Context: an optimization exercise on an open-source flow, tuned for small area and a short achievable clock period. The choices shown serve that exercise and are no tape-out recipe.
Power and IR drop assume default switching activity.

==> v29: inputs <==
Design alu16bit, start of the top module:
module alu16bit (
  input clk,
  input reset,
  input [2:0] operation,
  input [15:0] operand_A,
  input [15:0] operand_B,
  output reg [31:0] result,
  output reg carry_flag,
  output reg zero_flag
);
  wire [15:0] a = operand_A;
  wire [15:0] b = operand_B;
  wire is_add = (operation == 3'd0);
  wire is_sub = (operation == 3'd1);
  wire is_mul = (operation == 3'd2);
  wire [15:0] m = is_mul ? b : {15'd0, is_add | is_sub};
  reg [15:0] cv;
  always @(*) begin
    case (operation)
      3'd0: cv = b;
      3'd1: cv = ~b;
      3'd3: cv = a & b;
      3'd4: cv = a | b;
      3'd5: cv = ~(a & b);
      3'd6: cv = ~(a | b);
      3'd7: cv = a ^ b;
      default: cv = 16'd0;
    endcase
  end
  wire cin = is_sub;
  wire [15:0] pp [0:15];
  genvar gi;
  generate for (gi = 0; gi < 16; gi = gi + 1) begin : g_pp
    assign pp[gi] = a & {16{m[gi]}};
  end endgenerate
  wire s1 = cin ^ pp[0][0];
  wire c2 = cin & pp[0][0];
  wire s3 = pp[0][1] ^ pp[1][0] ^ c2;
  wire c4 = (pp[0][1] & pp[1][0]) | (pp[0][1] & c2) | (pp[1][0] & c2);
  wire s5 = pp[0][2] ^ pp[1][1] ^ pp[2][0];
  wire c6 = (pp[0][2] & pp[1][1]) | (pp[0][2] & pp[2][0]) | (pp[1][1] & pp[2][0]);
  wire s7 = cv[2] ^ s5;
  wire c8 = cv[2] & s5;
  wire s9 = pp[0][3] ^ pp[1][2] ^ pp[2][1];
  wire c10 = (pp[0][3] & pp[1][2]) | (pp[0][3] & pp[2][1]) | (pp[1][2] & pp[2][1]);
  ...
make LEC_CHECK=0 CAP_MARGIN=20 CORE_MARGIN=2 CORE_UTILIZATION=40 SLEW_MARGIN=20 finish   # period 7.2 ns
run.sh (not shown) runs the stock make flow with config.mk's settings and CLKGATE_MAP_FILE= SYNTH_SCRIPT=/design/flow/synth_recipe.tcl, a recipe that flattens the netlist after the stock synthesis.
==> inputs of v4, as changes to v29 <==
--- a/flow/design.v
+++ b/flow/design.v
@@ -482,133 +482,17 @@
   wire s447 = pp[13][15] ^ pp[14][14] ^ pp[15][13];
   wire c448 = (pp[13][15] & pp[14][14]) | (pp[13][15] & pp[15][13]) | (pp[14][14] & pp[15][13]);
   wire s449 = c442 ^ s447 ^ c444;
   wire c450 = (c442 & s447) | (c442 & c444) | (s447 & c444);
   wire s451 = pp[14][15] ^ pp[15][14] ^ c448;
   wire c452 = (pp[14][15] & pp[15][14]) | (pp[14][15] & c448) | (pp[15][14] & c448);
   wire [31:0] x = {1'b0, pp[15][15], c450, c446, c440, c432, c422, c410, c396, c380, c362, c342, c320, c296, c270, c242, c212, s209, c158, c134, c112, s109, c74, s71, s55, s41, s29, s19, s11, c4, cv[1], cv[0]};
   wire [31:0] y = {1'b0, c452, s451, s449, s445, s439, s431, s421, s409, s395, s379, s361, s341, s319, s295, s269, s241, s211, s183, s157, s133, s111, s91, s73, s57, s43, s31, s21, s13, s7, s3, s1};
-  wire [31:0] g = x & y;
-  wire [31:0] p = x ^ y;
-  wire G453 = g[1] | (p[1] & g[0]);
-  wire P454 = p[1] & p[0];
-  wire G455 = g[3] | (p[3] & g[2]);
-  wire P456 = p[3] & p[2];
-  wire G457 = g[5] | (p[5] & g[4]);
-  wire P458 = p[5] & p[4];
-  wire G459 = g[7] | (p[7] & g[6]);
-  wire P460 = p[7] & p[6];
-  wire G461 = g[9] | (p[9] & g[8]);
-  wire P462 = p[9] & p[8];
-  wire G463 = g[11] | (p[11] & g[10]);
-  wire P464 = p[11] & p[10];
-  wire G465 = g[13] | (p[13] & g[12]);
-  wire P466 = p[13] & p[12];
-  wire G467 = g[15] | (p[15] & g[14]);
-  wire P468 = p[15] & p[14];
-  wire G469 = g[17] | (p[17] & g[16]);
-  wire P470 = p[17] & p[16];
-  wire G471 = g[19] | (p[19] & g[18]);
-  wire P472 = p[19] & p[18];
-  wire G473 = g[21] | (p[21] & g[20]);
-  wire P474 = p[21] & p[20];
-  wire G475 = g[23] | (p[23] & g[22]);
-  wire P476 = p[23] & p[22];
-  wire G477 = g[25] | (p[25] & g[24]);
-  wire P478 = p[25] & p[24];
-  wire G479 = g[27] | (p[27] & g[26]);
-  wire P480 = p[27] & p[26];
-  wire G481 = g[29] | (p[29] & g[28]);
-  wire P482 = p[29] & p[28];
-  wire G483 = g[31] | (p[31] & g[30]);
-  wire P484 = p[31] & p[30];
-  wire G485 = G455 | (P456 & G453);
-  wire P486 = P456 & P454;
-  wire G487 = G459 | (P460 & G457);
-  wire P488 = P460 & P458;
-  wire G489 = G463 | (P464 & G461);
-  wire P490 = P464 & P462;
-  wire G491 = G467 | (P468 & G465);
-  wire P492 = P468 & P466;
-  wire G493 = G471 | (P472 & G469);
-  wire P494 = P472 & P470;
-  wire G495 = G475 | (P476 & G473);
-  wire P496 = P476 & P474;
-  wire G497 = G479 | (P480 & G477);
-  wire P498 = P480 & P478;
-  wire G499 = G483 | (P484 & G481);
-  wire P500 = P484 & P482;
-  wire G501 = G487 | (P488 & G485);
-  wire P502 = P488 & P486;
-  wire G503 = G491 | (P492 & G489);
-  wire P504 = P492 & P490;
-  wire G505 = G495 | (P496 & G493);
-  wire P506 = P496 & P494;
-  wire G507 = G499 | (P500 & G497);
-  wire P508 = P500 & P498;
-  wire G509 = G503 | (P504 & G501);
-  wire P510 = P504 & P502;
-  wire G511 = G507 | (P508 & G505);
-  wire P512 = P508 & P506;
-  wire G513 = G511 | (P512 & G509);
-  wire P514 = P512 & P510;
-  wire G515 = G505 | (P506 & G509);
-  wire P516 = P506 & P510;
-  wire G517 = G489 | (P490 & G501);
-  wire P518 = P490 & P502;
-  wire G519 = G493 | (P494 & G509);
-  wire P520 = P494 & P510;
-  wire G521 = G497 | (P498 & G515);
-  wire P522 = P498 & P516;
-  wire G523 = G457 | (P458 & G485);
-  wire P524 = P458 & P486;
-  wire G525 = G461 | (P462 & G501);
-  wire P526 = P462 & P502;
-  wire G527 = G465 | (P466 & G517);
-  wire P528 = P466 & P518;
-  wire G529 = G469 | (P470 & G509);
-  wire P530 = P470 & P510;
-  wire G531 = G473 | (P474 & G519);
-  wire P532 = P474 & P520;
-  wire G533 = G477 | (P478 & G515);
-  wire P534 = P478 & P516;
-  wire G535 = G481 | (P482 & G521);
-  wire P536 = P482 & P522;
-  wire G537 = g[2] | (p[2] & G453);
-  wire P538 = p[2] & P454;
-  wire G539 = g[4] | (p[4] & G485);
-  wire P540 = p[4] & P486;
-  wire G541 = g[6] | (p[6] & G523);
-  wire P542 = p[6] & P524;
-  wire G543 = g[8] | (p[8] & G501);
-  wire P544 = p[8] & P502;
-  wire G545 = g[10] | (p[10] & G525);
-  wire P546 = p[10] & P526;
-  wire G547 = g[12] | (p[12] & G517);
-  wire P548 = p[12] & P518;
-  wire G549 = g[14] | (p[14] & G527);
-  wire P550 = p[14] & P528;
-  wire G551 = g[16] | (p[16] & G509);
-  wire P552 = p[16] & P510;
-  wire G553 = g[18] | (p[18] & G529);
-  wire P554 = p[18] & P530;
-  wire G555 = g[20] | (p[20] & G519);
-  wire P556 = p[20] & P520;
-  wire G557 = g[22] | (p[22] & G531);
-  wire P558 = p[22] & P532;
-  wire G559 = g[24] | (p[24] & G515);
-  wire P560 = p[24] & P516;
-  wire G561 = g[26] | (p[26] & G533);
-  wire P562 = p[26] & P534;
-  wire G563 = g[28] | (p[28] & G521);
-  wire P564 = p[28] & P522;
-  wire G565 = g[30] | (p[30] & G535);
-  wire P566 = p[30] & P536;
-  wire [31:0] S = {p[31] ^ G565, p[30] ^ G535, p[29] ^ G563, p[28] ^ G521, p[27] ^ G561, p[26] ^ G533, p[25] ^ G559, p[24] ^ G515, p[23] ^ G557, p[22] ^ G531, p[21] ^ G555, p[20] ^ G519, p[19] ^ G553, p[18] ^ G529, p[17] ^ G551, p[16] ^ G509, p[15] ^ G549, p[14] ^ G527, p[13] ^ G547, p[12] ^ G517, p[11] ^ G545, p[10] ^ G525, p[9] ^ G543, p[8] ^ G501, p[7] ^ G541, p[6] ^ G523, p[5] ^ G539, p[4] ^ G485, p[3] ^ G537, p[2] ^ G453, p[1] ^ g[0], p[0]};
+  wire [31:0] S = x + y;
   wire borrow = is_sub & ~S[16];
   wire zero_lo = (S[15:0] == 16'd0);
   wire zero_mul = (a == 16'd0) | (b == 16'd0);
   wire [31:0] r = {S[31:17] | {15{borrow}}, S[16] ^ is_sub, S[15:0]};
   wire z = is_mul ? zero_mul : zero_lo;
   always @(posedge clk) begin
     if (reset) begin
       result     <= 32'b0;
==> notes <==
v4 completed with no timing, DRC or antenna violations. v29 completed with no timing, DRC or antenna violations.
Of v29 and v4, v4 has the higher routed wire length (gap about 5.4%, measured against v4).
Against v4, the die area of v29 is lower by about 1.8%.
Between v29 and v4, the lower sequential share of layout area is in v4 (gap 0.17 points).
Of v29 and v4, v4 has the higher combinational power (gap about 10%, measured against v4).
Of v4 and v29, v4 has the higher hold slack (gap 0.14 ns).
Against v29, the area after synthesis of v4 is larger by 1.9%.
Against v4, the worst setup slack of v29 is worse by 0.075 ns.
In flip-flop and latch count, v4 and v29 do not differ.
In v29 the first-iteration DRC count is smaller than in v4, by 18%.
Clock power is about the same in v4 and v29.
No run of this note included a check of the RTL's function; only the layout flow was run.

## what the ideal ports hide
The results above use ideal ports. As a check the final layouts listed here were re-extracted and re-timed, cells and wires unchanged. Step 1, drivers: a clkbuf_16 drives clk and a buf_2 each remaining input, both assumed. Step 2 also shifts input and output timing later by t, the mid clock arrival at the registers, as if the neighbouring blocks saw the same clock. Three values: ideal ports, drivers, drivers and shift; two values: the first two.
run | t, ns | setup WS [ns] | worst register clock-pin slew, ns | cell pins on the clock port's net
v29 | 0.336 | 0.091 / 0.068 / -0.268 | 0.06 / 0.06 | 1
v4 | 0.315 | 0.167 / 0.178 / -0.137 | 0.05 / 0.05 | 1
Met with ideal ports but missed after step 2: setup timing in v29 and v4. The setup slack of v29, which loses most, moves by -0.023 ns with the drivers and by -0.359 ns with both steps.
